From an optimization exercise on the open Yosys and OpenROAD flow, aimed at small area; shortcuts taken in it are not production practice. Where RTL was checked, it was by simulation tests only, not by an equivalence proof against the original.

Setup of rev 12:
// calc_mvd_cost
module calc_mvd_cost (
    input                       ap_clk,
    input                       ap_rst,
    input                       ap_start,
    input                       ap_ce,
    output logic                ap_done,
    output logic                ap_ready,
    output logic                ap_idle,
    input        [31:0]         x,
    input        [31:0]         y,
    input        [31:0]         mv_shift,
    input        [15:0]         mv_cand_0,
    input        [15:0]         mv_cand_1,
    input        [15:0]         mv_cand_2,
    input        [15:0]         mv_cand_3,
    output logic [63:0]         bitcost,
    output logic                bitcost_ap_vld,
    input        [63:0]         lambda_sqrt_integer_int64,
    input        [63:0]         lambda_sqrt_decimal_int64,
    output logic [63:0]         mvd_cost_int64,
    output logic                mvd_cost_int64_ap_vld
);
    logic        shift_big;
    assign shift_big = |mv_shift[31:5];
    function automatic logic [17:0] shift_axis(input logic [31:0] v, input logic [4:0] s,
                                               input logic big);
        logic [31:0] u;
        logic [15:0] lo;
        logic        f0, f1;
        u  = v << s[3:0];
        lo = (s[4] | big) ? 16'd0 : u[15:0];
        f0 = big | (s[4] ? (u[15:0] == 16'h0000) : (u[31:16] == 16'h0000));
        f1 = ~big & (s[4] ? (u[15:0] == 16'hFFFF) : (u[31:16] == 16'hFFFF));
        shift_axis = {f1, f0, lo};
    endfunction
    function automatic logic [4:0] comp_class(input logic [17:0] xa, input logic [15:0] c);
        logic [16:0] t;
        logic [7:0]  rh, ih;
        logic        cl, ch;
        logic [15:0] d;
        logic [15:0] a;
        logic        sgn, sml, one;
        logic [3:0]  l;
        cl = 1'b1;
        for (int i = 0; i < 8; i++) begin
            t[i] = xa[i] ^ ~c[i] ^ cl;
            cl = (xa[i] & ~c[i]) | (cl & (xa[i] ^ ~c[i]));
        end
        ch = 1'b0;
        for (int i = 8; i < 16; i++) begin
  ...
==> flow/config.mk <==
export PLATFORM = sky130hd
export DESIGN_NAME = calc_mvd_cost
export DESIGN_NICKNAME = calc_mvd_cost
export VERILOG_FILES = /design/flow/design.v
export SDC_FILE = /design/flow/constraint.sdc
export NUM_CORES = 4
export LEC_CHECK = 0
export CAP_MARGIN = 20
export CORE_MARGIN = 2
export CORE_UTILIZATION = 50
export CTS_CLUSTER_DIAMETER = 100
export CTS_CLUSTER_SIZE = 24
export PLACE_DENSITY = 0.7
export SLEW_MARGIN = 20
==> flow/constraint.sdc <==
create_clock -name core_clock -period 9.0 [get_ports {ap_clk}]
set_input_delay 1.8000 -clock core_clock [delete_from_list [all_inputs] [get_ports {ap_clk}]]
set_output_delay 1.8000 -clock core_clock [all_outputs]
set_load 0.01 [all_outputs]
standard.sh (not shown) runs the stock make flow with config.mk's settings and CLKGATE_MAP_FILE= SYNTH_SCRIPT=/design/flow/synth_recipe.tcl, a recipe that flattens the netlist after the stock synthesis.
==> flow/flow/run.sh <==
#!/bin/bash
set -euo pipefail
work=$(pwd)
mkdir -p custom
# ORFS's synth.tcl, with the ABC script swapped after the preamble sets it
sed 's|^source \$::env(SCRIPTS_DIR)/synth_preamble.tcl$|&\nset abc_args [lreplace $abc_args 1 1 '"$work"'/flow/abc_area_timing.script]|' \
    "$FLOW_HOME/scripts/synth.tcl" > custom/synth.tcl
grep -q abc_area_timing custom/synth.tcl
sed 's|^source \$::env(SCRIPTS_DIR)/synth.tcl$|source '"$work"'/custom/synth.tcl|' synth_recipe.tcl > custom/synth_recipe.tcl
grep -q custom/synth.tcl custom/synth_recipe.tcl
bash standard.sh SYNTH_SCRIPT="$work/custom/synth_recipe.tcl" SYNTH_ARGS=-noabc \
    "BUFFER_PORTS_ARGS=-buffer_cell sky130_fd_sc_hd__buf_1" finish > standard_flow.log 2>&1
==> flow/flow/abc_area_timing.script <==
&get -n
&st
&dch
&nf -R 1000
&put
buffer -c
topo
stime -c
upsize -c
dnsize -c
Input-level comparison between rev 13 and rev 12:
--- a/flow/design.v
+++ b/flow/design.v
@@ -66,24 +66,24 @@
     endfunction
     logic [17:0] xa, ya;
     logic [4:0]  ca_h, ca_v, cb_h, cb_v;
     assign xa = shift_axis(x, mv_shift[4:0], shift_big);
     assign ya = shift_axis(y, mv_shift[4:0], shift_big);
     assign ca_h = comp_class(xa, mv_cand_0);
     assign ca_v = comp_class(ya, mv_cand_1);
     assign cb_h = comp_class(xa, mv_cand_2);
     assign cb_v = comp_class(ya, mv_cand_3);
+    logic [5:0]  ma, mb;
+    assign ma = {{1'b0, ca_h[3:0]} + {1'b0, ca_v[3:0]} + {4'd0, ca_h[4] & ca_v[4]}, ca_h[4] ^ ca_v[4]};
+    assign mb = {{1'b0, cb_h[3:0]} + {1'b0, cb_v[3:0]} + {4'd0, cb_h[4] & cb_v[4]}, cb_h[4] ^ cb_v[4]};
     logic [4:0]  vld;
     logic        ap_idle_r, ap_done_r;
-    logic [4:0]  ca_h1, ca_v1, cb_h1, cb_v1;
     logic [5:0]  ma1, mb1, m1, m2, m3, m4, m5;
-    assign ma1 = {{1'b0, ca_h1[3:0]} + {1'b0, ca_v1[3:0]} + {4'd0, ca_h1[4] & ca_v1[4]}, ca_h1[4] ^ ca_v1[4]};
-    assign mb1 = {{1'b0, cb_h1[3:0]} + {1'b0, cb_v1[3:0]} + {4'd0, cb_h1[4] & cb_v1[4]}, cb_h1[4] ^ cb_v1[4]};
     assign m1 = (mb1 < ma1) ? mb1 : ma1;
     logic [29:0] li1, ld1, li2, p2;
     logic [43:0] r3, r4, r5;
     logic [29:0] p1, h2;
     wire [6:0] pt_n = {1'b0, m1} + 7'd4;
     wire pt_one0 = pt_n[0] ^ 1'b0;
     wire pt_two0 = (pt_n[1] & ~pt_n[0] & ~1'b0) | (~pt_n[1] & pt_n[0] & 1'b0);
     wire pt_neg0 = pt_n[1];
     wire pt_one1 = pt_n[2] ^ pt_n[1];
@@ -599,22 +599,20 @@
             ap_done_r <= 1'b0;
         end else if (ap_ce) begin
             vld <= {vld[3:0], ap_start};
             ap_idle_r <= ap_idle;
             ap_done_r <= ap_done;
         end
     end
     always_ff @(posedge ap_clk) begin
         if (ap_ce) begin
-            ca_h1 <= ca_h;
-            ca_v1 <= ca_v;
-            cb_h1 <= cb_h;
-            cb_v1 <= cb_v;
+            ma1 <= ma;
+            mb1 <= mb;
             li1 <= lambda_sqrt_integer_int64[29:0];
             ld1 <= lambda_sqrt_decimal_int64[29:0];
             m2 <= m1;
             li2 <= li1;
             p2 <= p1;
             m3 <= m2;
             r3 <= {h2, p2[13:0]};
             m4 <= m3;
             r4 <= r3;
### Flow results
Looking at core utilization, rev 13 sits 3.1 points above rev 12. sky130_fd_sc_hd__fa_2 as the worst-path cell with the longest stage delay was reported by rev 13, and sky130_fd_sc_hd__fa_1 by rev 12. Delta (rev 13 minus rev 12): top achievable clock speed went down; synthesized flop and latch total went down. Minimum hold slack: rev 13 < rev 12. Rev 12 → rev 13: final net count now larger, routing usage on met3 now larger, inserted tap cell count now smaller. The layout clock buffer count in rev 13 was higher than what rev 12 gave.
Function not checked in rev 13: the RTL went through the layout flow alone.

[port drivers added, routing unchanged]
The results above use ideal ports. As a check the final layouts listed here were re-extracted and re-timed, cells and wires unchanged.
Step 1 (the two cells are an assumption about what drives the block):
set clk [get_ports {ap_clk}]
set_driving_cell -lib_cell sky130_fd_sc_hd__clkbuf_16 $clk
set_driving_cell -lib_cell sky130_fd_sc_hd__buf_2 [delete_from_list [all_inputs] $clk]
Step 2 adds t to the input delays and takes it off the output delays; t is the mean of the earliest and latest rising clock arrival at the registers after step 1. Input paths then give back, and output paths get back, about the clock's delay inside the block.
Slacks: ideal ports / drivers / drivers and shift; pairs: ideal ports / drivers.
run	t, ns	setup WS [ns]	worst slew at a driven data input, ns
rev 12	0.563	0.534 / 0.534 / 0.069	0.07
rev 13	0.562	0.332 / 0.361 / -0.201	0.12
With both steps, setup timing fails in rev 13, where it was met with ideal ports. The setup slack of rev 13, which loses most, moves by +0.029 ns with the drivers and by -0.533 ns with both steps.
